Background: an optimization exercise with open tools, aiming at small area. Do not read the settings as production practice.
Function was checked by simulation only, so behaviour that the tests miss may differ from the original.
Power figures rest on the tool's default switching activity, not on a simulated workload. The flow treats the clock pin as an ideal source, which a real chip does not have.

==> design.v <==
module UART_RX (
    input                 CLK,
    input                 RESET_n,
    input                 RX,
    output reg            RX_FF,
    output reg            RX_00
    );
    localparam [8:0] L_MID = 9'h026;   
    localparam [8:0] L_END = 9'h0b6;   
    reg    [3:0]          cnt_bit;
    reg    [8:0]          cnt_clk;
    reg                   ones;
    reg                   zeros;
    wire                  busy        = !(cnt_bit[3] && cnt_bit[1]);
    wire                  valid       = !busy && !cnt_bit[0];
    wire                  end_cnt_clk = cnt_clk == L_END;
    wire                  mid         = cnt_clk == L_MID;
    always @(posedge CLK) begin
        if (!RESET_n)
            cnt_bit <= 4'd15;
        else if (!busy)
            cnt_bit <= RX ? 4'd15 : 4'd0;
        else if (cnt_bit == 0 && mid && RX)
            cnt_bit <= 4'd15;
        else if (end_cnt_clk)
            cnt_bit <= cnt_bit + 1'b1;
    end
    always @(posedge CLK) begin
        if (RESET_n && busy && !end_cnt_clk)
            cnt_clk <= {cnt_clk[7:0], ~(cnt_clk[8] ^ cnt_clk[4])};
        else
            cnt_clk <= 0;
    end
    always @(posedge CLK) begin
        if (mid && busy && cnt_bit != 0 && cnt_bit != 10 - 1) begin
            ones  <= RX & (ones | cnt_bit == 1);
            zeros <= !RX & (zeros | cnt_bit == 1);
        end
    end
    always @(posedge CLK) begin
        if (!RESET_n) begin
            RX_FF <= 1'b0;
            RX_00 <= 1'b1;
        end else if (valid) begin
            RX_FF <= ones;
            RX_00 <= zeros;
        end
    end
endmodule
module uart_tx (
input               clk,
input               reset_n,
input               rx_ff,
input               rx_00,
input               nbit,
output              load,       
output reg  [5:0]   BYTE,       
output      [2:0]   bitno,      
output              empty,      
output reg          TX
);
localparam [8:0] L_END = 9'h0b6;   
localparam [3:0] T_POST = 4'd10, T_NEXT = 4'd12, T_SET = 4'd13, T_REQ = 4'd14,
                 T_START = 4'd15;
reg                 WAIT;
reg         [3:0]   step;
reg         [8:0]   cnt_clk;
wire                busy = step <= 9;          
wire                end_cnt_clk = cnt_clk == L_END;
assign load  = WAIT && rx_ff;
assign bitno = step[2:0];
assign empty = WAIT || (BYTE[4:0] == 31 && step == 9);
always @(posedge clk) begin
    if (!reset_n) begin
        WAIT <= 1'b0;
        step <= T_START;
    end else if (WAIT) begin
        if (rx_ff) begin
            WAIT <= 1'b0;
            step <= T_NEXT;
            BYTE <= 0;
        end
    end else begin
        case (step)
            T_START: WAIT <= 1'b1;
            T_NEXT: begin
                if (!BYTE[5])
                    step <= T_SET;
                else if (rx_00)
                    step <= T_START;
            end
            T_SET:  step <= T_REQ;
            T_REQ:  step <= 4'd0;
            T_POST: begin
                BYTE <= BYTE + 1'b1;
                step <= BYTE[0] ? T_NEXT : T_SET;
            end
            default: if (end_cnt_clk) step <= step + 1'b1;    
        endcase
    end
end
always @(posedge clk) begin
    if (reset_n && busy && !end_cnt_clk)
        cnt_clk <= {cnt_clk[7:0], ~(cnt_clk[8] ^ cnt_clk[4])};
    else
        cnt_clk <= 0;
end
always @(posedge clk or negedge reset_n) begin
    if (!reset_n)
        TX <= 1;
    else if (busy && cnt_clk == 0) begin
        if (step == 0)
            TX <= 0;
        else if (step == 9)
            TX <= 1;
        else
            TX <= nbit;
    end
end
endmodule
module LTC2203(
    input   wire           CLK,
    input   wire           RESET_n,
    input   wire           CLKOUT_U10_n,
    input   wire           CLKOUT_U11_n,
    input   wire           CLKOUT_U12_n,
    input   wire           CLKOUT_U13_n,
    input   wire           CLKOUT_U14_n,
    input   wire           CLKOUT_U15_n,
    input   wire           CLKOUT_U16_n,
    input   wire           CLKOUT_U17_n,
    input   wire           CLKOUT_U18_n,
    input   wire           CLKOUT_U19_n,
    input   wire           CLKOUT_U20_n,
    input   wire           CLKOUT_U21_n,
    input   wire           CLKOUT_U22_n,
    input   wire           CLKOUT_U23_n,
    input   wire           CLKOUT_U24_n,
    input   wire           CLKOUT_U25_n,
    input   wire           CLKOUT_U10_p,
    input   wire           CLKOUT_U11_p,
    input   wire           CLKOUT_U12_p,
    input   wire           CLKOUT_U13_p,
    input   wire           CLKOUT_U14_p,
    input   wire           CLKOUT_U15_p,
    input   wire           CLKOUT_U16_p,
    input   wire           CLKOUT_U17_p,
    input   wire           CLKOUT_U18_p,
    input   wire           CLKOUT_U19_p,
    input   wire           CLKOUT_U20_p,
    input   wire           CLKOUT_U21_p,
    input   wire           CLKOUT_U22_p,
    input   wire           CLKOUT_U23_p,
    input   wire           CLKOUT_U24_p,
    input   wire           CLKOUT_U25_p,
    input   wire  [15:0]   DATA_IN_U10,
    input   wire  [15:0]   DATA_IN_U11,
    input   wire  [15:0]   DATA_IN_U12,
    input   wire  [15:0]   DATA_IN_U13,
    input   wire  [15:0]   DATA_IN_U14,
    input   wire  [15:0]   DATA_IN_U15,
    input   wire  [15:0]   DATA_IN_U16,
    input   wire  [15:0]   DATA_IN_U17,
    input   wire  [15:0]   DATA_IN_U18,
    input   wire  [15:0]   DATA_IN_U19,
    input   wire  [15:0]   DATA_IN_U20,
    input   wire  [15:0]   DATA_IN_U21,
    input   wire  [15:0]   DATA_IN_U22,
    input   wire  [15:0]   DATA_IN_U23,
    input   wire  [15:0]   DATA_IN_U24,
    input   wire  [15:0]   DATA_IN_U25,
    output  wire  [15:0]   DATA_OUT_U10,
    output  wire  [15:0]   DATA_OUT_U11,
    output  wire  [15:0]   DATA_OUT_U12,
    output  wire  [15:0]   DATA_OUT_U13,
    output  wire  [15:0]   DATA_OUT_U14,
    output  wire  [15:0]   DATA_OUT_U15,
    output  wire  [15:0]   DATA_OUT_U16,
    output  wire  [15:0]   DATA_OUT_U17,
    output  wire  [15:0]   DATA_OUT_U18,
    output  wire  [15:0]   DATA_OUT_U19,
    output  wire  [15:0]   DATA_OUT_U20,
    output  wire  [15:0]   DATA_OUT_U21,
    output  wire  [15:0]   DATA_OUT_U22,
    output  wire  [15:0]   DATA_OUT_U23,
    output  wire  [15:0]   DATA_OUT_U24,
    output  wire  [15:0]   DATA_OUT_U25
    );
    wire       [15:0]      CLKOUT_n_bus = {CLKOUT_U25_n, CLKOUT_U24_n, CLKOUT_U23_n, CLKOUT_U22_n, CLKOUT_U21_n, CLKOUT_U20_n, CLKOUT_U19_n, CLKOUT_U18_n, CLKOUT_U17_n, CLKOUT_U16_n, CLKOUT_U15_n, CLKOUT_U14_n, CLKOUT_U13_n, CLKOUT_U12_n, CLKOUT_U11_n, CLKOUT_U10_n};
    wire       [255:0]     DATA_IN_bus  = {DATA_IN_U25, DATA_IN_U24, DATA_IN_U23, DATA_IN_U22, DATA_IN_U21, DATA_IN_U20, DATA_IN_U19, DATA_IN_U18, DATA_IN_U17, DATA_IN_U16, DATA_IN_U15, DATA_IN_U14, DATA_IN_U13, DATA_IN_U12, DATA_IN_U11, DATA_IN_U10};
    reg        [15:0]      CLKOUT_n_d;
    reg        [255:0]     DATA_IN_reg;
    always @(posedge CLK or negedge RESET_n) begin
        if (!RESET_n)
            CLKOUT_n_d <= 16'hFFFF;
        else
            CLKOUT_n_d <= CLKOUT_n_bus;
    end
    genvar k;
    generate
        for (k = 0; k < 16; k = k + 1) begin : g_ch
            always @(posedge CLK) begin
                if (CLKOUT_n_bus[k] && !CLKOUT_n_d[k])
                    DATA_IN_reg[16*k +: 16] <= DATA_IN_bus[16*k +: 16];
            end
        end
    endgenerate
    assign                 DATA_OUT_U10 = DATA_IN_reg[15:0];
    assign                 DATA_OUT_U11 = DATA_IN_reg[31:16];
    assign                 DATA_OUT_U12 = DATA_IN_reg[47:32];
    assign                 DATA_OUT_U13 = DATA_IN_reg[63:48];
    assign                 DATA_OUT_U14 = DATA_IN_reg[79:64];
    assign                 DATA_OUT_U15 = DATA_IN_reg[95:80];
    assign                 DATA_OUT_U16 = DATA_IN_reg[111:96];
    assign                 DATA_OUT_U17 = DATA_IN_reg[127:112];
    assign                 DATA_OUT_U18 = DATA_IN_reg[143:128];
    assign                 DATA_OUT_U19 = DATA_IN_reg[159:144];
    assign                 DATA_OUT_U20 = DATA_IN_reg[175:160];
    assign                 DATA_OUT_U21 = DATA_IN_reg[191:176];
    assign                 DATA_OUT_U22 = DATA_IN_reg[207:192];
    assign                 DATA_OUT_U23 = DATA_IN_reg[223:208];
    assign                 DATA_OUT_U24 = DATA_IN_reg[239:224];
    assign                 DATA_OUT_U25 = DATA_IN_reg[255:240];
endmodule
module DATA_TRANS(
    input   wire               CLK_50M,
    input   wire               RESET_n,
    input   wire   [15:0]      DATA_IN_U10,
    input   wire   [15:0]      DATA_IN_U11,
    input   wire   [15:0]      DATA_IN_U12,
    input   wire   [15:0]      DATA_IN_U13,
    input   wire   [15:0]      DATA_IN_U14,
    input   wire   [15:0]      DATA_IN_U15,
    input   wire   [15:0]      DATA_IN_U16,
    input   wire   [15:0]      DATA_IN_U17,
    input   wire   [15:0]      DATA_IN_U18,
    input   wire   [15:0]      DATA_IN_U19,
    input   wire   [15:0]      DATA_IN_U20,
    input   wire   [15:0]      DATA_IN_U21,
    input   wire   [15:0]      DATA_IN_U22,
    input   wire   [15:0]      DATA_IN_U23,
    input   wire   [15:0]      DATA_IN_U24,
    input   wire   [15:0]      DATA_IN_U25,
    input   wire               RX,
    output  wire               TX
    );
    wire            [255:0]    DATA_IN = {DATA_IN_U25, DATA_IN_U24, DATA_IN_U23, DATA_IN_U22, DATA_IN_U21, DATA_IN_U20, DATA_IN_U19, DATA_IN_U18, DATA_IN_U17, DATA_IN_U16, DATA_IN_U15, DATA_IN_U14, DATA_IN_U13, DATA_IN_U12, DATA_IN_U11, DATA_IN_U10};
    reg             [255:0]    RING;
    reg             [ 3:0]     PHASE;
    reg                        NBIT;
    wire                       RX_FF;
    wire                       RX_00;
    wire                       load;
    wire            [ 5:0]     BYTE;
    wire            [ 2:0]     bitno;
    wire                       empty;
    wire            [15:0]     head;
    genvar c, j;
    generate
        for (c = 0; c < 16; c = c + 1) begin : g_ring
            for (j = 0; j < 16; j = j + 2) begin : g_st
                always @(posedge CLK_50M) begin
                    RING[16*c+j]   <= ~((load & DATA_IN[16*c+j]) | RING[16*c+j+1]);
                    RING[16*c+j+1] <= ~((!load | DATA_IN[16*c+j+1]) &
                                        (j == 14 ? (RING[16*c] | empty) : RING[16*c+j+2]));
                end
            end
            assign head[c] = RING[16*c];
        end
    endgenerate
    always @(posedge CLK_50M) begin
        if (load)
            PHASE <= 4'd0;
        else
            PHASE <= PHASE + 1'b1;
    end
    always @(posedge CLK_50M) begin
        if (PHASE == {BYTE[0], bitno[2:0]})
            NBIT <= head[BYTE[4:1]] ^ !PHASE[0];
    end
    UART_RX i2(
        .CLK        (CLK_50M),
        .RESET_n    (RESET_n),
        .RX         (RX),
        .RX_FF      (RX_FF),
        .RX_00      (RX_00)
    );
    uart_tx i1 (
        .clk        (CLK_50M),
        .reset_n    (RESET_n),
        .rx_ff      (RX_FF),
        .rx_00      (RX_00),
        .nbit       (NBIT),
        .load       (load),
        .BYTE       (BYTE),
        .bitno      (bitno),
        .empty      (empty),
        .TX         (TX)
    );
endmodule
module adc16_top(
 	input                  CLK,
    input                  RESET_n,
	input                  RX1,
	output                 TX1,
    input   wire           CLKOUT_U10_n,
    input   wire           CLKOUT_U11_n,
    input   wire           CLKOUT_U12_n,
    input   wire           CLKOUT_U13_n,
    input   wire           CLKOUT_U14_n,
    input   wire           CLKOUT_U15_n,
    input   wire           CLKOUT_U16_n,
    input   wire           CLKOUT_U17_n,
    input   wire           CLKOUT_U18_n,
    input   wire           CLKOUT_U19_n,
    input   wire           CLKOUT_U20_n,
    input   wire           CLKOUT_U21_n,
    input   wire           CLKOUT_U22_n,
    input   wire           CLKOUT_U23_n,
    input   wire           CLKOUT_U24_n,
    input   wire           CLKOUT_U25_n,
    input   wire           CLKOUT_U10_p,
    input   wire           CLKOUT_U11_p,
    input   wire           CLKOUT_U12_p,
    input   wire           CLKOUT_U13_p,
    input   wire           CLKOUT_U14_p,
    input   wire           CLKOUT_U15_p,
    input   wire           CLKOUT_U16_p,
    input   wire           CLKOUT_U17_p,
    input   wire           CLKOUT_U18_p,
    input   wire           CLKOUT_U19_p,
    input   wire           CLKOUT_U20_p,
    input   wire           CLKOUT_U21_p,
    input   wire           CLKOUT_U22_p,
    input   wire           CLKOUT_U23_p,
    input   wire           CLKOUT_U24_p,
    input   wire           CLKOUT_U25_p,
    input   wire  [15:0]   DATA_IN_U10,
    input   wire  [15:0]   DATA_IN_U11,
    input   wire  [15:0]   DATA_IN_U12,
    input   wire  [15:0]   DATA_IN_U13,
    input   wire  [15:0]   DATA_IN_U14,
    input   wire  [15:0]   DATA_IN_U15,
    input   wire  [15:0]   DATA_IN_U16,
    input   wire  [15:0]   DATA_IN_U17,
    input   wire  [15:0]   DATA_IN_U18,
    input   wire  [15:0]   DATA_IN_U19,
    input   wire  [15:0]   DATA_IN_U20,
    input   wire  [15:0]   DATA_IN_U21,
    input   wire  [15:0]   DATA_IN_U22,
    input   wire  [15:0]   DATA_IN_U23,
    input   wire  [15:0]   DATA_IN_U24,
    input   wire  [15:0]   DATA_IN_U25
	);
    wire          [15:0]   DATA_OUT_U10;
    wire          [15:0]   DATA_OUT_U11;
    wire          [15:0]   DATA_OUT_U12;
    wire          [15:0]   DATA_OUT_U13;
    wire          [15:0]   DATA_OUT_U14;
    wire          [15:0]   DATA_OUT_U15;
    wire          [15:0]   DATA_OUT_U16;
    wire          [15:0]   DATA_OUT_U17;
    wire          [15:0]   DATA_OUT_U18;
    wire          [15:0]   DATA_OUT_U19;
    wire          [15:0]   DATA_OUT_U20;
    wire          [15:0]   DATA_OUT_U21;
    wire          [15:0]   DATA_OUT_U22;
    wire          [15:0]   DATA_OUT_U23;
    wire          [15:0]   DATA_OUT_U24;
    wire          [15:0]   DATA_OUT_U25;
    DATA_TRANS ins2(
        .CLK_50M        (CLK),
        .RESET_n        (RESET_n),
        .DATA_IN_U10    (DATA_OUT_U10),
        .DATA_IN_U11    (DATA_OUT_U11),
        .DATA_IN_U12    (DATA_OUT_U12),
        .DATA_IN_U13    (DATA_OUT_U13),
        .DATA_IN_U14    (DATA_OUT_U14),
        .DATA_IN_U15    (DATA_OUT_U15),
        .DATA_IN_U16    (DATA_OUT_U16),
        .DATA_IN_U17    (DATA_OUT_U17),
        .DATA_IN_U18    (DATA_OUT_U18),
        .DATA_IN_U19    (DATA_OUT_U19),
        .DATA_IN_U20    (DATA_OUT_U20),
        .DATA_IN_U21    (DATA_OUT_U21),
        .DATA_IN_U22    (DATA_OUT_U22),
        .DATA_IN_U23    (DATA_OUT_U23),
        .DATA_IN_U24    (DATA_OUT_U24),
        .DATA_IN_U25    (DATA_OUT_U25),
        .RX             (RX1),
        .TX             (TX1)
    );
    LTC2203 ins3(
        .CLK            (CLK),
        .RESET_n        (RESET_n),
        .CLKOUT_U10_n   (CLKOUT_U10_n),
        .CLKOUT_U11_n   (CLKOUT_U11_n),
        .CLKOUT_U12_n   (CLKOUT_U12_n),
        .CLKOUT_U13_n   (CLKOUT_U13_n),
        .CLKOUT_U14_n   (CLKOUT_U14_n),
        .CLKOUT_U15_n   (CLKOUT_U15_n),
        .CLKOUT_U16_n   (CLKOUT_U16_n),
        .CLKOUT_U17_n   (CLKOUT_U17_n),
        .CLKOUT_U18_n   (CLKOUT_U18_n),
        .CLKOUT_U19_n   (CLKOUT_U19_n),
        .CLKOUT_U20_n   (CLKOUT_U20_n),
        .CLKOUT_U21_n   (CLKOUT_U21_n),
        .CLKOUT_U22_n   (CLKOUT_U22_n),
        .CLKOUT_U23_n   (CLKOUT_U23_n),
        .CLKOUT_U24_n   (CLKOUT_U24_n),
        .CLKOUT_U25_n   (CLKOUT_U25_n),
        .CLKOUT_U10_p   (CLKOUT_U10_p),
        .CLKOUT_U11_p   (CLKOUT_U11_p),
        .CLKOUT_U12_p   (CLKOUT_U12_p),
        .CLKOUT_U13_p   (CLKOUT_U13_p),
        .CLKOUT_U14_p   (CLKOUT_U14_p),
        .CLKOUT_U15_p   (CLKOUT_U15_p),
        .CLKOUT_U16_p   (CLKOUT_U16_p),
        .CLKOUT_U17_p   (CLKOUT_U17_p),
        .CLKOUT_U18_p   (CLKOUT_U18_p),
        .CLKOUT_U19_p   (CLKOUT_U19_p),
        .CLKOUT_U20_p   (CLKOUT_U20_p),
        .CLKOUT_U21_p   (CLKOUT_U21_p),
        .CLKOUT_U22_p   (CLKOUT_U22_p),
        .CLKOUT_U23_p   (CLKOUT_U23_p),
        .CLKOUT_U24_p   (CLKOUT_U24_p),
        .CLKOUT_U25_p   (CLKOUT_U25_p),
        .DATA_IN_U10    (DATA_IN_U10),
        .DATA_IN_U11    (DATA_IN_U11),
        .DATA_IN_U12    (DATA_IN_U12),
        .DATA_IN_U13    (DATA_IN_U13),
        .DATA_IN_U14    (DATA_IN_U14),
        .DATA_IN_U15    (DATA_IN_U15),
        .DATA_IN_U16    (DATA_IN_U16),
        .DATA_IN_U17    (DATA_IN_U17),
        .DATA_IN_U18    (DATA_IN_U18),
        .DATA_IN_U19    (DATA_IN_U19),
        .DATA_IN_U20    (DATA_IN_U20),
        .DATA_IN_U21    (DATA_IN_U21),
        .DATA_IN_U22    (DATA_IN_U22),
        .DATA_IN_U23    (DATA_IN_U23),
        .DATA_IN_U24    (DATA_IN_U24),
        .DATA_IN_U25    (DATA_IN_U25),
        .DATA_OUT_U10   (DATA_OUT_U10),
        .DATA_OUT_U11   (DATA_OUT_U11),
        .DATA_OUT_U12   (DATA_OUT_U12),
        .DATA_OUT_U13   (DATA_OUT_U13),
        .DATA_OUT_U14   (DATA_OUT_U14),
        .DATA_OUT_U15   (DATA_OUT_U15),
        .DATA_OUT_U16   (DATA_OUT_U16),
        .DATA_OUT_U17   (DATA_OUT_U17),
        .DATA_OUT_U18   (DATA_OUT_U18),
        .DATA_OUT_U19   (DATA_OUT_U19),
        .DATA_OUT_U20   (DATA_OUT_U20),
        .DATA_OUT_U21   (DATA_OUT_U21),
        .DATA_OUT_U22   (DATA_OUT_U22),
        .DATA_OUT_U23   (DATA_OUT_U23),
        .DATA_OUT_U24   (DATA_OUT_U24),
        .DATA_OUT_U25   (DATA_OUT_U25)
    );
endmodule
==> flow/run.sh <==
#!/bin/bash
# The standard layout (standard.sh) with three changes:
#  - synthesis maps the combinational logic with an area-oriented ABC script;
#  - port buffers are sky130_fd_sc_hd__buf_1 instead of the default cell;
#  - clock-tree sinks are clustered into groups of up to 30, without dummy loads.
set -euo pipefail
W=$PWD
export CUSTOM_ABC_SCRIPT=$W/flow/abc_area.script
export FLOW_SYNTH_TCL=$W/synth_recipe.tcl
bash standard.sh \
  "SYNTH_SCRIPT=$W/flow/synth.tcl" \
  "BUFFER_PORTS_ARGS=-buffer_cell sky130_fd_sc_hd__buf_1" \
  "CTS_ARGS=-sink_clustering_enable -repair_clock_nets -sink_clustering_size 34 -sink_clustering_max_diameter 200 -dont_use_dummy_load" \
  finish > standard.log 2>&1
==> flow/abc_area.script <==
strash
&get -n
&st
&syn2
&dch
&put
amap -m
==> flow/synth.tcl <==
# The standard synthesis (synth_recipe.tcl), with Yosys's abc pass given
# an area-oriented ABC script (abc_area.script beside this file) in place of
# ORFS's speed script. Only the combinational mapping changes: the flip-flops
# are mapped by dfflibmap before abc runs, exactly as in the standard flow.
proc abc {args} {
  set i [lsearch -exact $args -script]
  if {$i >= 0} { lset args [expr {$i + 1}] $::env(CUSTOM_ABC_SCRIPT) }
  yosys abc {*}$args
}
source $::env(FLOW_SYNTH_TCL)
==> standard.sh <==
#!/bin/bash
# synth_recipe.tcl (not shown) runs the flow's synth.tcl, then flattens the netlist and writes it again
# the make line also repeats each setting of config.mk as NAME=value (left out here)
make -C /OpenROAD-flow-scripts/flow DESIGN_CONFIG=/design/flow/config.mk WORK_HOME=/design/flow/orfs CLKGATE_MAP_FILE= SYNTH_SCRIPT=/design/flow/synth_recipe.tcl "${@:-finish}"
==> config.mk <==
export PLATFORM = sky130hd
export DESIGN_NAME = adc16_top
export DESIGN_NICKNAME = adc16_top
export VERILOG_FILES = /design/flow/design.v
export SDC_FILE = /design/flow/constraint.sdc
export NUM_CORES = 4
export LEC_CHECK = 0
export CAP_MARGIN = 0
export CORE_MARGIN = 2
export CORE_UTILIZATION = 65
export PLACE_DENSITY = 0.75
export SLEW_MARGIN = 0
==> constraint.sdc <==
create_clock -name core_clock -period 20.0 [get_ports {CLK}]
set_input_delay 4.0000 -clock core_clock [delete_from_list [all_inputs] [get_ports {CLK}]]
set_output_delay 4.0000 -clock core_clock [all_outputs]
set_load 0.01 [all_outputs]
==> reports/summary.txt, run 1 <==
outcome = complete, no violations
WS Path Type = input port to register
Die W = 164 µm
htree depth = 1
# setup viols final = 0
Clock Latency Late Sink = 0.53 ns
row cnt = 58
largest net degree at the start of global routing = 76
Slew Viols, Final = 0
fin crit share = 27.8%
number of I/O port buffers = 275
routed len/inst = 17.5 µm
FILL cells = 1596
post-synth net total = 1347
vias in the first global route = 8917
# nets final = 1663
Synth Area in Simple Gates = 3.25%
DRC = 0
fin crit period = 5.55 ns
post-cts resize count = 0
vias per std cell = 5.37
Critical Path RT = 20.17 ns
CTS Root Cell = clkbuf_16
Compound-Gate Fraction of Synth Area = 10.0%
Remaining Overflow, GRT = 0
die area = 27000 µm²
Setup TNS = 0 ns
Area contributors post-synth = edfxtp_1 (48%), dfxtp_1 (35%), a21oi_1 (4.0%)
clk slew on worst S/H paths = 0.12 ns
storage element area = 14200 µm²
Async SR Flop Fraction = 2.98%
mux share of post-synthesis cell area = 0%
area delta synth->final = 12.7%
main combinational cell family by area after synthesis = compound AO/OA/AOI/OAI gates
Pleak = 0.00657 µW
1st-pass router iterations = 5
Placed Area = 18300 µm²
max-cap check violation count = 0
DRT iter0 DRCs = 806
CTS tree = yes
RSZ-0062 raised after global routing = false
yosys warns = 4
Final Hold Fails = 0
first-pass GRT wire length = 45100 µm
CTS sink cnt = 571
Total Wirelength = 29700 µm
Peak VDD IR = 0.104 mV
Worst setup SP type = input port
Worst Clk Skew = 0.0230 ns
Post-Synth XOR/XNOR Area = 0%
Core Area = 25200 µm²
Design Area, Final = 18800 µm²
endpoint type of the worst setup path = register
Post-synth EDFFs = 265
dpl cells = 1669
Synth Register Bits = 571
Total Routing Usage GR = 21.6%
via count = 9082
Synth top cells by count = dfxtp_1 (289), edfxtp_1 (265), a21oi_1 (134)
Adder-Cell Fraction of Synth Area = 0.825%
Worst slew margin = 23.6%
share of Yosys cell area claimed by the top area cell type = 47.7%
Final ANT Viol Nets = 0
multi-input gate area in the final layout = 2370 µm²
Post-Syn Area per Cell = 16.0 µm²
most frequent cell after synthesis = dfxtp_1
detailed placement HPWL = 19800 µm
share of cells above drive strength 1 = 4.49%
sequential area share after synthesis = 85.0%
area leader, netlist = edfxtp_1
total CTS buffers = 20
Crit path arrival time = 5.72 ns
Ports = 292
Power Dens Cells = 129 nW/µm²
Yosys cell types = 29
Cell Count, Final, Fillers Out = 1691
cts hold-fix bufs = 0
top_reg_cell synth = dfxtp_1
RD Place Congestion = 0.840
starting density of the core = 66.3%
CTS Buffer Depth = 3
Hold Crit Class = register to register
Syn Inst Count = 1045
synthesized cell area = 16700 µm²
worst slew pin tran = 1.13 ns
Die Y = 164 µm
CP max FO = 25
Post-CTS Setup Inserts = 0
fmax = 180 MHz
antenna violations before repair = 1
## report_power, final
part,leakage (µW),switching (µW),internal (µW)
combinational,0.00124,176,126
sequential,0.00507,106,1530
clock,0.000246,308,183
total,0.00657,590,1840
## cell families after synthesis
group,after synthesis
AOI/OAI and AO/OA,310
DFF,571
buffers and inverters,38
and+or+nand+nor,115
adders and majority gates,11
## layer usage
layer,track usage [%],part of all wire (%),vias to the layer above
met5,0,0,-
met4,5.62,2.1,0
met3,4.17,7.3,32
met2,35.3,47,282
met1,30.2,44,4333
li1,-,-,4435
## placed cells by master (no fill, tap or decap), types with 17 or more instances in the layout
cell type	Yosys	layout
a21oi_1	134	134
buf_1	0	274
buf_4	0	19
clkbuf_16	0	20
clkinv_1	38	37
dfstp_2	17	17
dfxtp_1	289	289
edfxtp_1	265	265
nor2_1	53	53
nor2b_1	28	27
o21ai_0	121	120
o22ai_1	29	29
## path summary, 6_finish.rpt
check	from	depth (start not counted)	slack (ns)	endpoint
max	RESET_n	4	14.45	ins2.i1.BYTE[4]$_SDFFCE_PP0P_
min	ins2.RING[173]$_DFF_P_	1	0.36	ins2.RING[172]$_DFF_P_
max reg2reg	ins2.i1.step[0]$_SDFFE_PN1P_	12	16.76	ins2.i1.step[0]$_SDFFE_PN1P_
min reg2reg	ins2.RING[173]$_DFF_P_	1	0.36	ins2.RING[172]$_DFF_P_
max in group asynchronous	RESET_n	2	16.11	ins3.CLKOUT_n_d[4]$_DFF_PN1_
min in group asynchronous	RESET_n	2	3.83	ins3.CLKOUT_n_d[14]$_DFF_PN1_
## critical path, stage by stage
cell and delay [ns]:
clkbuf_2 0.08, buf_4 0.42, clkinv_1 0.32, a211oi_1 0.88
## stage by stage
stage	hold WS [ns]	util [%]	power (µW)	setup slack (ns)
after floorplan	0.354	-	1830	14.72
after global placement	0.355	72.6	1940	13.87
after detailed placement	0.362	72.6	1970	13.86
after CTS	0.354	74.6	2450	14.43
after global routing	0.364	74.6	2550	14.32
final	0.356	74.6	2430	14.45
## final cells by class
type	count	share of cell area, %
Inverter	38	0.772
Antenna cell	2	0.0266
Sequential cell	571	75.5
Clock buffer	20	2.66
Tap cell	330	2.20
Timing Repair Buffer	294	6.26
Multi-Input combinational cell	436	12.6
==> inputs of run 2 (changes only) <==
--- a/design.v
+++ b/design.v
@@ -54,14 +54,14 @@
 input               rx_00,
 input               nbit,
 output              load,       
-output reg  [5:0]   BYTE,       
+output reg  [4:0]   BYTE,       
 output      [2:0]   bitno,      
 output              empty,      
 output reg          TX
 );
 localparam [8:0] L_END = 9'h0b6;   
-localparam [3:0] T_POST = 4'd10, T_NEXT = 4'd12, T_SET = 4'd13, T_REQ = 4'd14,
-                 T_START = 4'd15;
+localparam [3:0] T_POST = 4'd10, T_DONE = 4'd11, T_NEXT = 4'd12, T_SET = 4'd13,
+                 T_REQ = 4'd14, T_START = 4'd15;
 reg                 WAIT;
 reg         [3:0]   step;
 reg         [8:0]   cnt_clk;
@@ -69,7 +69,7 @@
 wire                end_cnt_clk = cnt_clk == L_END;
 assign load  = WAIT && rx_ff;
 assign bitno = step[2:0];
-assign empty = WAIT || (BYTE[4:0] == 31 && step == 9);
+assign empty = WAIT || (BYTE == 31 && step == 9);
 always @(posedge clk) begin
     if (!reset_n) begin
         WAIT <= 1'b0;
@@ -83,17 +83,13 @@
     end else begin
         case (step)
             T_START: WAIT <= 1'b1;
-            T_NEXT: begin
-                if (!BYTE[5])
-                    step <= T_SET;
-                else if (rx_00)
-                    step <= T_START;
-            end
+            T_NEXT: step <= T_SET;
+            T_DONE: if (rx_00) step <= T_START;
             T_SET:  step <= T_REQ;
             T_REQ:  step <= 4'd0;
             T_POST: begin
                 BYTE <= BYTE + 1'b1;
-                step <= BYTE[0] ? T_NEXT : T_SET;
+                step <= BYTE == 31 ? T_DONE : BYTE[0] ? T_NEXT : T_SET;
             end
             default: if (end_cnt_clk) step <= step + 1'b1;    
         endcase
@@ -251,7 +247,7 @@
     wire                       RX_FF;
     wire                       RX_00;
     wire                       load;
-    wire            [ 5:0]     BYTE;
+    wire            [ 4:0]     BYTE;
     wire            [ 2:0]     bitno;
     wire                       empty;
     wire            [15:0]     head;
--- a/flow/run.sh
+++ b/flow/run.sh
@@ -2,7 +2,7 @@
 # The standard layout (standard.sh) with three changes:
 #  - synthesis maps the combinational logic with an area-oriented ABC script;
 #  - port buffers are sky130_fd_sc_hd__buf_1 instead of the default cell;
-#  - clock-tree sinks are clustered into groups of up to 30, without dummy loads.
+#  - clock-tree sinks are clustered into groups of up to 34, without dummy loads.
 set -euo pipefail
 W=$PWD
 export CUSTOM_ABC_SCRIPT=$W/flow/abc_area.script
==> reports/summary.txt, run 2 <==
outcome = complete, no violations
Ports = 292
fin crit share = 27.5%
Hold Crit Class = register to register
CP peak stage delay = 0.68 ns
Clk pwr share = 20.1%
CTS tree = yes
fin crit period = 5.51 ns
CTS sink cnt = 570
commonest cells after routing, fill and taps aside = dfxtp_1 (289), buf_1 (274), edfxtp_1 (264)
Final ANT Viol Nets = 0
antenna violations before repair = 1
row cnt = 58
Synth top cells by count = dfxtp_1 (289), edfxtp_1 (264), a21oi_1 (133)
Sequential Power Share = 67.7%
DRC = 0
die area = 26900 µm²
Hold Path Depth = 1
Pleak = 0.00656 µW
dpl ws = 13.83 ns
Crit path arrival time = 5.96 ns
Core Area = 25200 µm²
Total Wirelength = 29700 µm
sequential area share after synthesis = 85.0%
Sw Share = 24.2%
most frequent cell after synthesis = dfxtp_1
Worst Path Buf+Inv = 2
Die W = 164 µm
CP cell instances = clkbuf_2, clkinv_1, or3_1, a221oi_1
synthesized cell area = 16700 µm²
# setup viols final = 0
Post-CTS Setup Inserts = 0
Critical Path Stages = 4
r2r worst-path depth = 5
Final Hold Fails = 0
yosys warns = 4
Power Dens Cells = 130 nW/µm²
largest net degree at the start of global routing = 69
routed len/inst = 17.6 µm
DRT iter0 DRCs = 864
detailed placement HPWL = 19800 µm
FILL cells = 1631
post-cts resize count = 0
Clock Latency Late Sink = 0.55 ns
max-cap check violation count = 0
Logic pwr share = 12.1%
Setup TNS = 0 ns
RD Place Congestion = 0.794
internal power = 1840 µW
vias in the first global route = 8947
Critical Path RT = 20.45 ns
via count = 9061
most common cell after layout, fill and taps aside = dfxtp_1
Final WS setup = 14.49 ns
Syn Inst Count = 1040
slowest stage cell, crit path = clkbuf_2
cts hold-fix bufs = 0
hold slack = 0.370 ns
WS Path Type = input port to register
area leader, netlist = edfxtp_1
endpoint type of the worst setup path = register
share of Yosys cell area claimed by the top area cell type = 47.6%
post-synth net total = 1342
number of I/O port buffers = 275
Slew Viols, Final = 0
Remaining Overflow, GRT = 0
Post-Syn Area per Cell = 16.0 µm²
CTS Buffer Depth = 3
first-pass GRT wire length = 45500 µm
area delta synth->final = 12.5%
starting density of the core = 66.2%
worst slew pin tran = 1.23 ns
total CTS buffers = 20
Peak VDD IR = 0.0897 mV
Area contributors post-synth = edfxtp_1 (48%), dfxtp_1 (35%), a21oi_1 (4.0%)
vias per std cell = 5.38
Worst Clk Skew = 0.0259 ns
fin util = 74.5%
htree depth = 1
Total Routing Usage GR = 21.8%
RSZ-0062 raised after global routing = false
CTS Root Cell = clkbuf_16
Yosys cell types = 29
fmax = 182 MHz
Net Switching = 589 µW
top_reg_cell synth = dfxtp_1
Worst slew margin = 17.9%
# nets final = 1656
cell family with most CP delay = buffers and inverters
share of cells above drive strength 1 = 4.22%
Die Y = 164 µm
Synth Register Bits = 570
Worst setup SP type = input port
Async SR Flop Fraction = 2.98%
CP max FO = 26
clk slew on worst S/H paths = 0.12 ns
Post-synth EDFFs = 264
1st-pass router iterations = 5
[run 2: cell types whose count changed in the layout (fill, tap and decap cells not counted), sizes merged, moves of 2 or more]
cell and delta:
o22ai -10, a221oi +4, nand2 -3, a211oi +2
a221o -2, buf -2, clkinv -2, nand3b -2
o32ai +2
[run 2: final timing paths]
path	start	end	slack (ns)
worst max-delay path	RESET_n	ins2.i1.cnt_clk[0]$_SDFF_PN0_	14.49
worst min-delay path	ins2.RING[91]$_DFF_P_	ins2.RING[90]$_DFF_P_	0.37
worst max register to register	ins2.i1.WAIT$_SDFF_PN0_	ins2.i1.BYTE[1]$_SDFFCE_PP0P_	16.30
worst min register to register	ins2.RING[91]$_DFF_P_	ins2.RING[90]$_DFF_P_	0.37
max in group asynchronous	RESET_n	ins3.CLKOUT_n_d[1]$_DFF_PN1_	15.93
min in group asynchronous	RESET_n	ins3.CLKOUT_n_d[5]$_DFF_PN1_	4.01
[run 2: logic make-up (layout without fill, tap and decap cells)]
logic type | count (synthesis) | in the layout | share of synthesized area (%)
DFF | 570 | 570 | 85.0
AOI/OAI and AO/OA | 309 | 309 | 10.1
and+or+nand+nor | 114 | 114 | 3.27
buffers and inverters | 36 | 348 | 0.811
adders and majority gates | 11 | 11 | 0.826
other | 0 | 2 | 0
[run 2: worst register-to-register path: cells and delay by family, from the launching register on]
kind          cells  cell delay (ns)
buf+inv           2             1.59
flops             1             0.71
simple gates      3             1.06
[run 2: per-layer routing]
layer  routed length, µm  global-route usage (%)  up-vias
li1                    -                       -     4421
met1               12600                    30.6     4326
met2               14400                    35.9      281
met3                2240                    4.37       33
met4                 420                    5.02        0
met5                   0                       0        -
[run 2: cell type report]
class | count | area, µm² | area share (%)
inverters | 36 | 138 | 0.734
multi-input cells | 434 | 2370 | 12.7
repair buffers | 292 | 1160 | 6.19
well taps | 330 | 413 | 2.20
clock buffers | 20 | 500 | 2.67
diodes | 2 | 5.00 | 0.0267
flip-flops and latches | 570 | 14200 | 75.5
[run 2: power by group through the flow]
| stage | combinational (µW) | clock, µW | sequential [µW] |
|---|---|---|---|
| global route | 343 | 539 | 1670 |
| finish | 295 | 489 | 1640 |
| detailed placement | 299 | 0 | 1670 |
| floorplan | 206 | 0 | 1630 |
| global placement | 279 | 0 | 1660 |
| CTS | 300 | 499 | 1650 |
[run 2: metrics by stage]
stage	instances	total power (µW)	instance area, µm²
finish	1684	2430	18800
global route	1683	2560	18700
CTS	1682	2450	18700
detailed placement	1662	1970	18200
global placement	1662	1940	18200
floorplan	1040	1830	16700
==> inputs of run 3 (changes only) <==
--- a/design.v
+++ b/design.v
@@ -185,18 +185,18 @@
     wire       [15:0]      CLKOUT_n_bus = {CLKOUT_U25_n, CLKOUT_U24_n, CLKOUT_U23_n, CLKOUT_U22_n, CLKOUT_U21_n, CLKOUT_U20_n, CLKOUT_U19_n, CLKOUT_U18_n, CLKOUT_U17_n, CLKOUT_U16_n, CLKOUT_U15_n, CLKOUT_U14_n, CLKOUT_U13_n, CLKOUT_U12_n, CLKOUT_U11_n, CLKOUT_U10_n};
     wire       [255:0]     DATA_IN_bus  = {DATA_IN_U25, DATA_IN_U24, DATA_IN_U23, DATA_IN_U22, DATA_IN_U21, DATA_IN_U20, DATA_IN_U19, DATA_IN_U18, DATA_IN_U17, DATA_IN_U16, DATA_IN_U15, DATA_IN_U14, DATA_IN_U13, DATA_IN_U12, DATA_IN_U11, DATA_IN_U10};
     reg        [15:0]      CLKOUT_n_d;
+    reg                    RESET_d;       
     reg        [255:0]     DATA_IN_reg;
-    always @(posedge CLK or negedge RESET_n) begin
-        if (!RESET_n)
-            CLKOUT_n_d <= 16'hFFFF;
-        else
-            CLKOUT_n_d <= CLKOUT_n_bus;
+    wire                   armed = RESET_n && !RESET_d;
+    always @(posedge CLK) begin
+        RESET_d    <= !RESET_n;
+        CLKOUT_n_d <= CLKOUT_n_bus;
     end
     genvar k;
     generate
         for (k = 0; k < 16; k = k + 1) begin : g_ch
             always @(posedge CLK) begin
-                if (CLKOUT_n_bus[k] && !CLKOUT_n_d[k])
+                if (armed && CLKOUT_n_bus[k] && !CLKOUT_n_d[k])
                     DATA_IN_reg[16*k +: 16] <= DATA_IN_bus[16*k +: 16];
             end
         end
==> reports/summary.txt, run 3 <==
outcome = complete, no violations
RD Place Congestion = 0.768
cts hold-fix bufs = 0
fin util = 74.4%
worst slew pin tran = 1.22 ns
share of cells above drive strength 1 = 3.13%
top_reg_cell synth = dfxtp_1
CP peak stage delay = 0.99 ns
Design Area, Final = 18700 µm²
CP cell instances = buf_1, clkinv_1, or2_1, buf_4, nor3b_2
M1 WL = 12800 µm
Area contributors post-synth = edfxtp_1 (48%), dfxtp_1 (37%), a21oi_1 (4.1%)
slowest stage cell, crit path = nor3b_2
routed len/inst = 18.0 µm
CTS Buffer Depth = 3
area leader, netlist = edfxtp_1
total CTS buffers = 20
Async SR Flop Fraction = 0.175%
vias per std cell = 5.36
DRC = 0
Final ANT Viol Nets = 0
vias in the first global route = 8924
Worst Clk Skew = 0.0231 ns
RSZ-0062 raised after global routing = false
first-pass GRT wire length = 45900 µm
FILL cells = 1586
CP max FO = 16
largest net degree at the start of global routing = 85
post-synth net total = 1346
CTS tree = yes
r2r worst-path depth = 4
CTS sink cnt = 571
post-cts resize count = 0
fin crit share = 31.9%
Critical Path RT = 20.17 ns
Synth Register Bits = 571
Pleak = 0.00639 µW
starting density of the core = 66.2%
Final Hold Fails = 0
hold slack = 0.372 ns
Remaining Overflow, GRT = 0
die area = 26900 µm²
detailed placement HPWL = 20300 µm
via count = 8986
Peak VDD IR = 0.0848 mV
# setup viols final = 0
Total Wirelength = 30200 µm
sequential area share after synthesis = 84.7%
Yosys cell types = 29
max-cap check violation count = 0
Synth top cells by count = dfxtp_1 (306), edfxtp_1 (264), a21oi_1 (135)
htree depth = 1
Total Routing Usage GR = 22.2%
1st-pass router iterations = 5
synthesized cell area = 16600 µm²
row cnt = 58
area delta synth->final = 12.4%
Syn Inst Count = 1044
fin crit period = 6.37 ns
number of I/O port buffers = 275
WS Path Type = input port to register
DRT iter0 DRCs = 749
fmax = 157 MHz
Slew Viols, Final = 0
most common cell after layout, fill and taps aside = dfxtp_1
Power Dens Cells = 129 nW/µm²
Worst slew margin = 18.3%
Setup TNS = 0 ns
Placed Area = 18200 µm²
yosys warns = 4
WL met3 = 2400 µm
endpoint type of the worst setup path = register
Post-synth EDFFs = 264
Die W = 164 µm
Ports = 292
antenna violations before repair = 3
commonest cells after routing, fill and taps aside = dfxtp_1 (306), buf_1 (275), edfxtp_1 (264)
clk slew on worst S/H paths = 0.12 ns
Die Y = 164 µm
Core Area = 25100 µm²
Post-Syn Area per Cell = 15.9 µm²
most frequent cell after synthesis = dfxtp_1
Post-CTS Setup Inserts = 0
Routed met2 length = 14300 µm
Hold Crit Class = register to register
CTS Root Cell = clkbuf_16
Clock Latency Late Sink = 0.54 ns
share of Yosys cell area claimed by the top area cell type = 47.7%
Top Layer Used = met4
# nets final = 1646
Hold Path Depth = 1
Worst setup SP type = input port
Crit path arrival time = 6.54 ns
run 3: final cells by class:
| cell class | count | area [µm²] | share of cell area [%] |
|---|---|---|---|
| Sequential cell | 571 | 14100 | 75.4 |
| Multi-Input combinational cell | 437 | 2490 | 13.3 |
| Timing Repair Buffer | 278 | 1050 | 5.65 |
| Clock buffer | 20 | 500 | 2.68 |
| Tap cell | 330 | 413 | 2.21 |
| Inverter | 36 | 138 | 0.737 |
| Antenna cell | 3 | 7.51 | 0.0402 |
run 3: path summary, 6_finish.rpt:
check,startpoint,end,slack (ns)
max in group asynchronous,RESET_n,ins2.i1.TX$_DFFE_PN1P_,16.29
setup / recovery,RESET_n,ins3.DATA_IN_reg[63]$_DFFE_PP_,13.63
setup reg to reg,ins2.i1.WAIT$_SDFF_PN0_,ins2.RING[114]$_DFF_P_,16.95
hold / removal,ins2.RING[168]$_DFF_P_,ins2.RING[167]$_DFF_P_,0.37
min in group asynchronous,RESET_n,ins2.i1.TX$_DFFE_PN1P_,3.69
hold reg to reg,ins2.RING[168]$_DFF_P_,ins2.RING[167]$_DFF_P_,0.37
run 3: critical path, delay by kind of cell:
family / cells / cell delay, ns
buf+inv: 3 / 1.03
simple gates: 2 / 1.49
run 3: kinds of logic after synthesis:
logic type | Yosys count | synth area share [%]
and+or+nand+nor | 118 | 3.52
AOI/OAI and AO/OA | 308 | 10.1
adders and majority gates | 11 | 0.828
buffers and inverters | 36 | 0.813
DFF | 571 | 84.7
run 3: metrics by stage:
step	worst slack (ns)	cells	power, µW
after global routing	13.39	1673	2530
final	13.63	1675	2410
after floorplan	13.69	1044	1810
after CTS	13.54	1672	2430
after detailed placement	12.97	1652	1950
after global placement	13.03	1652	1920
run 3: metal layers:
metal	vias to the layer above	GRT usage [%]
met2	250	36.7
li1	4421	-
met1	4270	29.6
met4	0	5.46
met5	-	0
met3	45	6.04
run 3: report_power, final:
| part | internal (µW) | switching (µW) | total (µW) |
|---|---|---|---|
| registers | 1520 | 108 | 1630 |
| logic | 119 | 172 | 291 |
| clock network | 182 | 309 | 491 |
==> inputs of run 4 (changes only) <==
--- a/flow/run.sh
+++ b/flow/run.sh
@@ -10,5 +10,5 @@
 bash standard.sh \
   "SYNTH_SCRIPT=$W/flow/synth.tcl" \
   "BUFFER_PORTS_ARGS=-buffer_cell sky130_fd_sc_hd__buf_1" \
-  "CTS_ARGS=-sink_clustering_enable -repair_clock_nets -sink_clustering_size 34 -sink_clustering_max_diameter 200 -dont_use_dummy_load" \
+  "CTS_ARGS=-sink_clustering_enable -repair_clock_nets -sink_clustering_size 36 -sink_clustering_max_diameter 200 -dont_use_dummy_load" \
   finish > standard.log 2>&1
==> reports/summary.txt, run 4 <==
outcome = complete, no violations
max-cap check violation count = 0
RD Place Congestion = 0.768
Ports = 292
share of cells above drive strength 1 = 3.06%
total CTS buffers = 19
CTS sink cnt = 571
CP max FO = 16
fin crit share = 32.0%
Synth Register Bits = 571
CTS Root Cell = clkbuf_16
Slew Viols, Final = 0
Total Wirelength = 30100 µm
hold slack = 0.369 ns
fin util = 74.3%
most common cell after layout, fill and taps aside = dfxtp_1
Placed Area = 18200 µm²
antenna violations before repair = 4
Clock Latency Late Sink = 0.55 ns
most frequent cell after synthesis = dfxtp_1
Area contributors post-synth = edfxtp_1 (48%), dfxtp_1 (37%), a21oi_1 (4.1%)
Final Hold Fails = 0
area leader, netlist = edfxtp_1
dpl ws = 12.97 ns
starting density of the core = 66.2%
vias per std cell = 5.36
post-synth net total = 1346
fin crit period = 6.40 ns
Peak VDD IR = 0.0901 mV
Worst slew margin = 19.8%
1st-pass router iterations = 5
sequential area share after synthesis = 84.7%
Remaining Overflow, GRT = 0
Power Dens Cells = 129 nW/µm²
Syn Inst Count = 1044
CTS tree = yes
share of Yosys cell area claimed by the top area cell type = 47.7%
Synth top cells by count = dfxtp_1 (306), edfxtp_1 (264), a21oi_1 (135)
WS Path Type = input port to register
worst slew pin tran = 1.20 ns
post-cts resize count = 0
Post-CTS Setup Inserts = 0
largest net degree at the start of global routing = 85
Setup TNS = 0 ns
Crit path arrival time = 6.54 ns
Synth Area in Simple Gates = 3.52%
commonest cells after routing, fill and taps aside = dfxtp_1 (306), buf_1 (275), edfxtp_1 (264)
die area = 26900 µm²
DRT iter0 DRCs = 879
synthesized cell area = 16600 µm²
Total Routing Usage GR = 22.2%
Final WS setup = 13.60 ns
htree depth = 1
Design Area, Final = 18700 µm²
Worst setup SP type = input port
DRC = 0
cts hold-fix bufs = 0
top_reg_cell synth = dfxtp_1
Post-synth EDFFs = 264
RSZ-0062 raised after global routing = false
Compound-Gate Fraction of Synth Area = 10.1%
yosys warns = 4
via count = 8968
fmax = 156 MHz
Worst Clk Skew = 0.0362 ns
Adder-Cell Fraction of Synth Area = 0.828%
clk slew on worst S/H paths = 0.12 ns
Async SR Flop Fraction = 0.175%
Post-Synth XOR/XNOR Area = 0%
Core Area = 25100 µm²
CTS Buffer Depth = 3
Die W = 164 µm
Pleak = 0.00638 µW
detailed placement HPWL = 20300 µm
row cnt = 58
routed len/inst = 18.0 µm
Final ANT Viol Nets = 0
# setup viols final = 0
endpoint type of the worst setup path = register
Yosys cell types = 29
first-pass GRT wire length = 46000 µm
Hold Crit Class = register to register
area delta synth->final = 12.3%
Critical Path RT = 20.14 ns
number of I/O port buffers = 275
main combinational cell family by area after synthesis = compound AO/OA/AOI/OAI gates
Post-Syn Area per Cell = 15.9 µm²
mux share of post-synthesis cell area = 0%
Die Y = 164 µm
# nets final = 1645
vias in the first global route = 8926
run 4: final timing paths:
kind                                    startpoint                              to  slack (ns)  cells past startpoint
max                                        RESET_n  ins3.DATA_IN_reg[55]$_DFFE_PP_       13.60                      5
min                          ins2.RING[21]$_DFF_P_           ins2.RING[20]$_DFF_P_        0.37                      1
max reg2reg                ins2.i1.WAIT$_SDFF_PN0_           ins2.RING[66]$_DFF_P_       17.01                      4
min reg2reg                  ins2.RING[21]$_DFF_P_           ins2.RING[20]$_DFF_P_        0.37                      1
max in group asynchronous                  RESET_n          ins2.i1.TX$_DFFE_PN1P_       16.27                      1
min in group asynchronous                  RESET_n          ins2.i1.TX$_DFFE_PN1P_        3.70                      1
run 4: stage by stage:
stage                     instances  total power, µW
after detailed placement       1652             1950
final                          1674             2400
after global placement         1652             1920
after CTS                      1671             2420
after global routing           1672             2520
after floorplan                1044             1810
run 4: final cells by class:
type | instances | area (µm²)
antenna | 3 | 7.51
clock buffer | 19 | 475
fill | 1605 | 6450
inverter | 36 | 138
multi-input combinational | 437 | 2490
sequential | 571 | 14100
tap | 330 | 413
timing repair buffer | 278 | 1050
run 4: worst max-delay path, cell delays in order:
cell      delay (ns)
buf_1           0.36
clkinv_1        0.37
or2_1           0.51
buf_4           0.31
nor3b_2         0.97
run 4: cell families after synthesis:
family / after synthesis
flip-flops: 571
buffers and inverters: 36
AO/OA/AOI/OAI: 308
AND/OR/NAND/NOR: 118
adder cells (fa/ha/maj): 11
run 4: where the power goes:
group / leakage (µW) / internal, µW / total [µW] / switching [µW]
clock: 0.000234 / 174 / 479 / 305
combinational: 0.00118 / 119 / 290 / 171
sequential: 0.00497 / 1520 / 1630 / 108
total: 0.00638 / 1810 / 2400 / 584
run 4: metal layers:
layer	vias to the layer above	track usage [%]	share of wire (%)
met3	46	5.83	7.8
met1	4234	29.5	42
li1	4425	-	-
met2	263	37.0	48
met4	0	5.78	2.9
met5	-	0	0
==> inputs of run 5 (changes only) <==
--- a/flow/run.sh
+++ b/flow/run.sh
@@ -10,5 +10,5 @@
 bash standard.sh \
   "SYNTH_SCRIPT=$W/flow/synth.tcl" \
   "BUFFER_PORTS_ARGS=-buffer_cell sky130_fd_sc_hd__buf_1" \
-  "CTS_ARGS=-sink_clustering_enable -repair_clock_nets -sink_clustering_size 36 -sink_clustering_max_diameter 200 -dont_use_dummy_load" \
+  "CTS_ARGS=-sink_clustering_enable -repair_clock_nets -sink_clustering_size 34 -sink_clustering_max_diameter 200 -root_buf sky130_fd_sc_hd__clkbuf_8 -tree_buf sky130_fd_sc_hd__clkbuf_8 -sink_clustering_buffer sky130_fd_sc_hd__clkbuf_16 -dont_use_dummy_load" \
   finish > standard.log 2>&1
==> reports/summary.txt, run 5 <==
hold slack = 0.373 ns
Crit. Startpoint = RESET_n
vias in the first global route = 8928
Setup TNS = 0 ns
met2 usage = 36.7%
Ports = 292
first-pass GRT wire length = 45900 µm
clk slew on worst S/H paths = 0.11 ns
fin util = 74.3%
antenna violations before repair = 3
Post-Syn Area per Cell = 15.9 µm²
GR Util met3 = 6.04%
largest net degree at the start of global routing = 85
Worst slew margin = 17.8%
RSZ-0062 raised after global routing = false
RD Place Congestion = 0.768
R2R Setup Slk = 16.97 ns
Placed Area = 18200 µm²
GRT busiest layer = met2
DRT iter0 DRCs = 732
yosys warns = 4
slowest stage cell, crit path = nor3b_2
1st-pass router iterations = 5
Critical path destination = ins3.DATA_IN_reg[55]$_DFFE_PP_
share of cells above drive strength 1 = 3.13%
htree depth = 1
CP peak stage delay = 0.99 ns
WS Path Type = input port to register
Final Hold Fails = 0
Post-synth EDFFs = 264
vias per std cell = 5.36
DRC = 0
Power Dens Cells = 128 nW/µm²
Synth top cells by count = dfxtp_1 (306), edfxtp_1 (264), a21oi_1 (135)
Clock Latency Late Sink = 0.61 ns
Hold Path Depth = 1
Critical Path RT = 20.24 ns
Area contributors post-synth = edfxtp_1 (48%), dfxtp_1 (37%), a21oi_1 (4.1%)
R2R Path End = ins2.RING[202]$_DFF_P_
Worst setup SP type = input port
Crit path arrival time = 6.56 ns
most common cell after layout, fill and taps aside = dfxtp_1
Die W = 164 µm
Slew Viols, Final = 0
share of Yosys cell area claimed by the top area cell type = 47.7%
post-cts resize count = 0
r2r worst-path depth = 4
post-synth net total = 1346
die area = 26900 µm²
number of I/O port buffers = 275
commonest cells after routing, fill and taps aside = dfxtp_1 (306), buf_1 (275), edfxtp_1 (264)
worst slew pin tran = 1.23 ns
Total Wirelength = 30100 µm
Pleak = 0.00638 µW
area leader, netlist = edfxtp_1
max-cap check violation count = 0
Worst Clk Skew = 0.0267 ns
cts hold-fix bufs = 0
most frequent cell after synthesis = dfxtp_1
Synth Register Bits = 571
R2R Path Start = ins2.i1.WAIT$_SDFF_PN0_
endpoint type of the worst setup path = register
top_reg_cell synth = dfxtp_1
via count = 8972
CTS tree = yes
CTS sink cnt = 571
CTS Buffer Depth = 3
Hold Crit Class = register to register
Final Total Pwr = 2400 µW
detailed placement HPWL = 20300 µm
# nets final = 1646
area delta synth->final = 12.2%
starting density of the core = 66.2%
row cnt = 58
GRT met1 Usage = 29.6%
# setup viols final = 0
outcome = complete, no violations
fin crit period = 6.32 ns
Core Area = 25100 µm²
total CTS buffers = 20
fmax = 158 MHz
CTS Root Cell = clkbuf_8
Remaining Overflow, GRT = 0
CP max FO = 16
Design Area, Final = 18600 µm²
fin crit share = 31.6%
sequential area share after synthesis = 84.7%
synthesized cell area = 16600 µm²
CP cell instances = buf_1, clkinv_1, or2_1, buf_4, nor3b_2
Peak VDD IR = 0.0846 mV
Syn Inst Count = 1044
Post-CTS Setup Inserts = 0
routed len/inst = 18.0 µm
Yosys cell types = 29
Final ANT Viol Nets = 0
Die Y = 164 µm
Async SR Flop Fraction = 0.175%
Total Routing Usage GR = 22.2%
==> run 5: cell families (layout without fill, tap and decap cells) <==
| group | count (synthesis) | after routing | synth area share (%) |
|---|---|---|---|
| buf+inv | 36 | 334 | 0.813 |
| fa+ha+maj | 11 | 11 | 0.828 |
| simple gates | 118 | 118 | 3.52 |
| flops | 571 | 571 | 84.7 |
| other cells | 0 | 3 | 0 |
| compound gates | 308 | 308 | 10.1 |
==> run 5: per-stage QoR <==
stage	setup slack, ns	instances
after floorplan	13.69	1044
after global placement	13.03	1652
after detailed placement	12.97	1652
after CTS	13.63	1672
after global routing	13.47	1673
final	13.68	1675
==> run 5: worst min-delay path by stage <==
stage                                 from                endpoint  slack [ns]
finish              ins2.RING[168]$_DFF_P_  ins2.RING[167]$_DFF_P_        0.37
global route        ins2.RING[168]$_DFF_P_  ins2.RING[167]$_DFF_P_        0.39
CTS                 ins2.RING[168]$_DFF_P_  ins2.RING[167]$_DFF_P_        0.37
detailed placement  ins2.RING[230]$_DFF_P_  ins2.RING[229]$_DFF_P_        0.36
global placement     ins2.RING[60]$_DFF_P_   ins2.RING[59]$_DFF_P_        0.36
floorplan           ins2.RING[102]$_DFF_P_  ins2.RING[101]$_DFF_P_        0.35
==> run 5: routing by layer <==
| metal | part of all wire [%] | wire length, µm |
|---|---|---|
| met5 | 0 | 0 |
| met4 | 2.4 | 714 |
| met3 | 7.7 | 2310 |
| met2 | 47 | 14200 |
| met1 | 43 | 12900 |
==> run 5: area by class of cell <==
class / instances / area (µm²)
fill: 1589 / 6460
clock buffer: 20 / 467
tap: 330 / 413
antenna: 3 / 7.51
timing repair buffer: 278 / 1050
multi-input combinational: 437 / 2490
inverter: 36 / 138
sequential: 571 / 14100
==> run 5: critical path, delay by kind of cell <==
family / cells / cell delay, ns
buffers and inverters: 3 / 1.04
and+or+nand+nor: 2 / 1.49
==> run 5: where the power goes <==
part | total [µW] | internal, µW | leakage (µW) | switching, µW
Combinational | 291 | 119 | 0.00118 | 172
Sequential | 1630 | 1520 | 0.00497 | 108
Clock | 474 | 167 | 0.000231 | 307
Total | 2400 | 1810 | 0.00638 | 587
==> inputs of run 6 (changes only) <==
--- a/flow/run.sh
+++ b/flow/run.sh
@@ -10,5 +10,5 @@
 bash standard.sh \
   "SYNTH_SCRIPT=$W/flow/synth.tcl" \
   "BUFFER_PORTS_ARGS=-buffer_cell sky130_fd_sc_hd__buf_1" \
-  "CTS_ARGS=-sink_clustering_enable -repair_clock_nets -sink_clustering_size 34 -sink_clustering_max_diameter 200 -root_buf sky130_fd_sc_hd__clkbuf_8 -tree_buf sky130_fd_sc_hd__clkbuf_8 -sink_clustering_buffer sky130_fd_sc_hd__clkbuf_16 -dont_use_dummy_load" \
+  "CTS_ARGS=-sink_clustering_enable -repair_clock_nets -sink_clustering_size 34 -sink_clustering_max_diameter 200 -root_buf sky130_fd_sc_hd__clkbuf_4 -tree_buf sky130_fd_sc_hd__clkbuf_4 -sink_clustering_buffer sky130_fd_sc_hd__clkbuf_16 -dont_use_dummy_load" \
   finish > standard.log 2>&1
==> reports/summary.txt, run 6 <==
outcome = complete, no violations
Post-synth EDFFs = 264
CP cell instances = buf_1, clkinv_1, or2_1, buf_4, nor3b_2
Sw Share = 24.6%
Slew Viols, Final = 0
Sequential Power Share = 68.3%
yosys warns = 4
CTS sink cnt = 571
top_reg_cell synth = dfxtp_1
worst slew pin tran = 1.21 ns
fmax = 162 MHz
clk slew on worst S/H paths = 0.11 ns
hold slack = 0.372 ns
synthesized cell area = 16600 µm²
slowest stage cell, crit path = nor3b_2
commonest cells after routing, fill and taps aside = dfxtp_1 (306), buf_1 (275), edfxtp_1 (264)
Setup TNS = 0 ns
Synth top cells by count = dfxtp_1 (306), edfxtp_1 (264), a21oi_1 (135)
row cnt = 58
Crit path arrival time = 6.55 ns
Power Dens Cells = 128 nW/µm²
vias in the first global route = 8921
via count = 8994
Final ANT Viol Nets = 0
# setup viols final = 0
largest net degree at the start of global routing = 85
most frequent cell after synthesis = dfxtp_1
most common cell after layout, fill and taps aside = dfxtp_1
share of Yosys cell area claimed by the top area cell type = 47.7%
WS Path Type = input port to register
Core Area = 25100 µm²
Clk pwr share = 19.5%
R2R Path End = ins2.RING[202]$_DFF_P_
fin crit share = 30.8%
Die W = 164 µm
Pleak = 0.00637 µW
Crit. Startpoint = RESET_n
routed len/inst = 18.0 µm
RD Place Congestion = 0.768
CTS Root Cell = clkbuf_4
CTS Buffer Depth = 3
Synth Register Bits = 571
Yosys cell types = 29
Critical path destination = ins3.DATA_IN_reg[55]$_DFFE_PP_
Post-Syn Area per Cell = 15.9 µm²
r2r worst-path depth = 4
internal power = 1800 µW
area leader, netlist = edfxtp_1
fin crit period = 6.16 ns
number of I/O port buffers = 275
Logic pwr share = 12.2%
RSZ-0062 raised after global routing = false
Worst slew margin = 18.7%
R2R Setup Slk = 16.95 ns
Critical Path RT = 20.39 ns
max-cap check violation count = 0
cts hold-fix bufs = 0
Peak VDD IR = 0.0843 mV
share of cells above drive strength 1 = 3.13%
Ports = 292
Async SR Flop Fraction = 0.175%
Total Routing Usage GR = 22.2%
1st-pass router iterations = 5
starting density of the core = 66.2%
Syn Inst Count = 1044
antenna violations before repair = 4
vias per std cell = 5.37
Net Switching = 588 µW
die area = 26900 µm²
Remaining Overflow, GRT = 0
endpoint type of the worst setup path = register
post-cts resize count = 0
area delta synth->final = 12.1%
# nets final = 1646
CP max FO = 16
Die Y = 164 µm
dpl cells = 1652
CTS tree = yes
htree depth = 1
Cell Count, Final, Fillers Out = 1676
Area contributors post-synth = edfxtp_1 (48%), dfxtp_1 (37%), a21oi_1 (4.1%)
Final Total Pwr = 2390 µW
CP peak stage delay = 0.99 ns
first-pass GRT wire length = 45900 µm
DRT iter0 DRCs = 722
sequential area share after synthesis = 84.7%
total CTS buffers = 20
Final Hold Fails = 0
Worst setup SP type = input port
R2R Path Start = ins2.i1.WAIT$_SDFF_PN0_
Worst Clk Skew = 0.0261 ns
Hold Crit Class = register to register
Clock Latency Late Sink = 0.77 ns
fin util = 74.2%
Post-CTS Setup Inserts = 0
Total Wirelength = 30200 µm
DRC = 0
post-synth net total = 1346
detailed placement HPWL = 20300 µm
run 6: changes by cell type in the layout (fill, tap and decap cells not counted), sizes merged:
cell | before | now
diode | 3 | 4
run 6: worst max-delay path: cells and delay by family:
kind	cells	cell delay, ns
buffers and inverters	3	1.04
and+or+nand+nor	2	1.49
run 6: metal layers:
metal  vias to the layer above  global-route usage, %  wire [µm]
met4                         0                   5.70        741
met5                         -                      0          0
met2                       249                   36.7      14200
met3                        44                   5.96       2310
met1                      4280                   29.6      12900
li1                       4421                      -          -
run 6: cells by family (layout without fill, tap and decap cells):
family          after synthesis  count (layout)  synth area share (%)
flops                       571             571                  84.7
compound gates              308             308                  10.1
simple gates                118             118                  3.52
buf+inv                      36             334                 0.813
fa+ha+maj                    11              11                 0.828
other cells                   0               4                     0
run 6: area by class of cell:
cell class | count | area, µm²
antenna | 4 | 10.0
clock buffer | 20 | 448
fill | 1595 | 6480
inverter | 36 | 138
multi-input combinational | 437 | 2490
sequential | 571 | 14100
tap | 330 | 413
timing repair buffer | 278 | 1050
run 6: worst min path at each step:
| stage | start | endpoint | slack (ns) | cells after the start |
|---|---|---|---|---|
| after detailed placement | ins2.RING[230]$_DFF_P_ | ins2.RING[229]$_DFF_P_ | 0.36 | 1 |
| final | ins2.RING[168]$_DFF_P_ | ins2.RING[167]$_DFF_P_ | 0.37 | 1 |
| after floorplan | ins2.RING[102]$_DFF_P_ | ins2.RING[101]$_DFF_P_ | 0.35 | 1 |
| after global placement | ins2.RING[60]$_DFF_P_ | ins2.RING[59]$_DFF_P_ | 0.36 | 1 |
| after CTS | ins2.RING[168]$_DFF_P_ | ins2.RING[167]$_DFF_P_ | 0.37 | 1 |
| after global routing | ins2.RING[168]$_DFF_P_ | ins2.RING[167]$_DFF_P_ | 0.39 | 1 |
run 6: power by group through the flow:
| stage | logic (µW) | registers, µW | clock network, µW |
|---|---|---|---|
| floorplan | 203 | 1610 | 0 |
| global placement | 271 | 1650 | 0 |
| finish | 291 | 1630 | 466 |
| CTS | 295 | 1630 | 475 |
| global route | 335 | 1660 | 511 |
| detailed placement | 293 | 1650 | 0 |
run 6: per-stage QoR:
step | setup slack [ns] | cell area [µm²]
final | 13.84 | 18600
after global routing | 13.64 | 18600
after CTS | 13.81 | 18600
after detailed placement | 12.97 | 18200
after global placement | 13.03 | 18200
after floorplan | 13.69 | 16600
==> inputs of run 7 (changes only) <==
--- a/flow/run.sh
+++ b/flow/run.sh
@@ -2,7 +2,8 @@
 # The standard layout (standard.sh) with three changes:
 #  - synthesis maps the combinational logic with an area-oriented ABC script;
 #  - port buffers are sky130_fd_sc_hd__buf_1 instead of the default cell;
-#  - clock-tree sinks are clustered into groups of up to 34, without dummy loads.
+#  - clock-tree sinks are clustered into groups of up to 34, each driven by a
+#    clkbuf_16, with clkbuf_4 above them, and without dummy loads.
 set -euo pipefail
 W=$PWD
 export CUSTOM_ABC_SCRIPT=$W/flow/abc_area.script
==> reports/summary.txt, run 7 <==
outcome = complete, no violations
GR Util met3 = 5.96%
CTS Root Cell = clkbuf_4
vias in the first global route = 8921
Final Hold Fails = 0
1st-pass router iterations = 5
largest net degree at the start of global routing = 85
Synth top cells by count = dfxtp_1 (306), edfxtp_1 (264), a21oi_1 (135)
share of Yosys cell area claimed by the top area cell type = 47.7%
Final ANT Viol Nets = 0
post-synth net total = 1346
Crit path arrival time = 6.55 ns
Peak VDD IR = 0.0843 mV
# setup viols final = 0
Post-Syn Area per Cell = 15.9 µm²
Slew Viols, Final = 0
Cell Count, Final, Fillers Out = 1676
routed len/inst = 18.0 µm
Sw Share = 24.6%
Clk pwr share = 19.5%
Total Wirelength = 30200 µm
most common cell after layout, fill and taps aside = dfxtp_1
Core Area = 25100 µm²
Worst slew margin = 18.7%
fmax = 162 MHz
first-pass GRT wire length = 45900 µm
synthesized cell area = 16600 µm²
DRT iter0 DRCs = 722
top_reg_cell synth = dfxtp_1
most frequent cell after synthesis = dfxtp_1
CTS Buffer Depth = 3
Area contributors post-synth = edfxtp_1 (48%), dfxtp_1 (37%), a21oi_1 (4.1%)
Post-CTS Setup Inserts = 0
Synth Register Bits = 571
RSZ-0062 raised after global routing = false
fin crit period = 6.16 ns
htree depth = 1
starting density of the core = 66.2%
area delta synth->final = 12.1%
Post-synth EDFFs = 264
Ports = 292
sequential area share after synthesis = 84.7%
WS Path Type = input port to register
post-cts resize count = 0
Sequential Power Share = 68.3%
fin crit share = 30.8%
dpl cells = 1652
max-cap check violation count = 0
Async SR Flop Fraction = 0.175%
Pleak = 0.00637 µW
clk slew on worst S/H paths = 0.11 ns
Total Routing Usage GR = 22.2%
Clock Latency Late Sink = 0.77 ns
DRC = 0
endpoint type of the worst setup path = register
RD Place Congestion = 0.768
number of I/O port buffers = 275
yosys warns = 4
Logic pwr share = 12.2%
Power Dens Cells = 128 nW/µm²
vias per std cell = 5.37
CP max FO = 16
detailed placement HPWL = 20300 µm
Yosys cell types = 29
Die Y = 164 µm
antenna violations before repair = 4
CTS tree = yes
# nets final = 1646
Critical Path RT = 20.39 ns
Net Switching = 588 µW
met2 usage = 36.7%
## run 7: routing by layer
| layer | part of all wire (%) | routed length (µm) | up-vias |
|---|---|---|---|
| li1 | - | - | 4421 |
| met1 | 43 | 12900 | 4280 |
| met2 | 47 | 14200 | 249 |
| met3 | 7.6 | 2310 | 44 |
| met4 | 2.5 | 741 | 0 |
| met5 | 0 | 0 | - |
## run 7: worst paths after layout
check	from	to	slack, ns	cells after the start
min in group asynchronous	RESET_n	ins2.i1.TX$_DFFE_PN1P_	3.46	1
worst min-delay path	ins2.RING[168]$_DFF_P_	ins2.RING[167]$_DFF_P_	0.37	1
worst min register to register	ins2.RING[168]$_DFF_P_	ins2.RING[167]$_DFF_P_	0.37	1
max in group asynchronous	RESET_n	ins2.i1.TX$_DFFE_PN1P_	16.52	1
worst max register to register	ins2.i1.WAIT$_SDFF_PN0_	ins2.RING[202]$_DFF_P_	16.95	4
worst max-delay path	RESET_n	ins3.DATA_IN_reg[55]$_DFFE_PP_	13.84	5
## run 7: layout make-up
class	instances	area (µm²)
tap	330	413
multi-input combinational	437	2490
clock buffer	20	448
antenna	4	10.0
timing repair buffer	278	1050
inverter	36	138
fill	1595	6480
sequential	571	14100
## run 7: logic make-up after synthesis
family / Yosys count / share of synthesized area [%]
buffers and inverters: 36 / 0.813
AOI/OAI and AO/OA: 308 / 10.1
and+or+nand+nor: 118 / 3.52
adders and majority gates: 11 / 0.828
DFF: 571 / 84.7
## run 7: critical path, stage by stage
cell and delay, ns:
buf_1 0.36, clkinv_1 0.37, or2_1 0.50, buf_4 0.31, nor3b_2 0.99
## run 7: stage by stage
step | hold WS [ns] | util, % | power, µW | setup slack [ns] | cell area [µm²]
floorplan | 0.354 | - | 1810 | 13.69 | 16600
global placement | 0.356 | 72.4 | 1920 | 13.03 | 18200
detailed placement | 0.361 | 72.4 | 1950 | 12.97 | 18200
CTS | 0.375 | 74.2 | 2400 | 13.81 | 18600
global route | 0.390 | 74.2 | 2500 | 13.64 | 18600
finish | 0.372 | 74.2 | 2390 | 13.84 | 18600
## run 7: power groups by stage
| stage | Combinational (µW) | Sequential [µW] | Clock, µW |
|---|---|---|---|
| final | 291 | 1630 | 466 |
| after global routing | 335 | 1660 | 511 |
| after CTS | 295 | 1630 | 475 |
| after detailed placement | 293 | 1650 | 0 |
| after global placement | 271 | 1650 | 0 |
| after floorplan | 203 | 1610 | 0 |

Setup slack of run 7, layout unchanged: 13.841 ns with ideal ports, 13.863 ns with driving cells assumed (clock clkbuf_16, inputs buf_2), 13.056 ns with port delays also shifted by the 0.807 ns mid clock arrival.
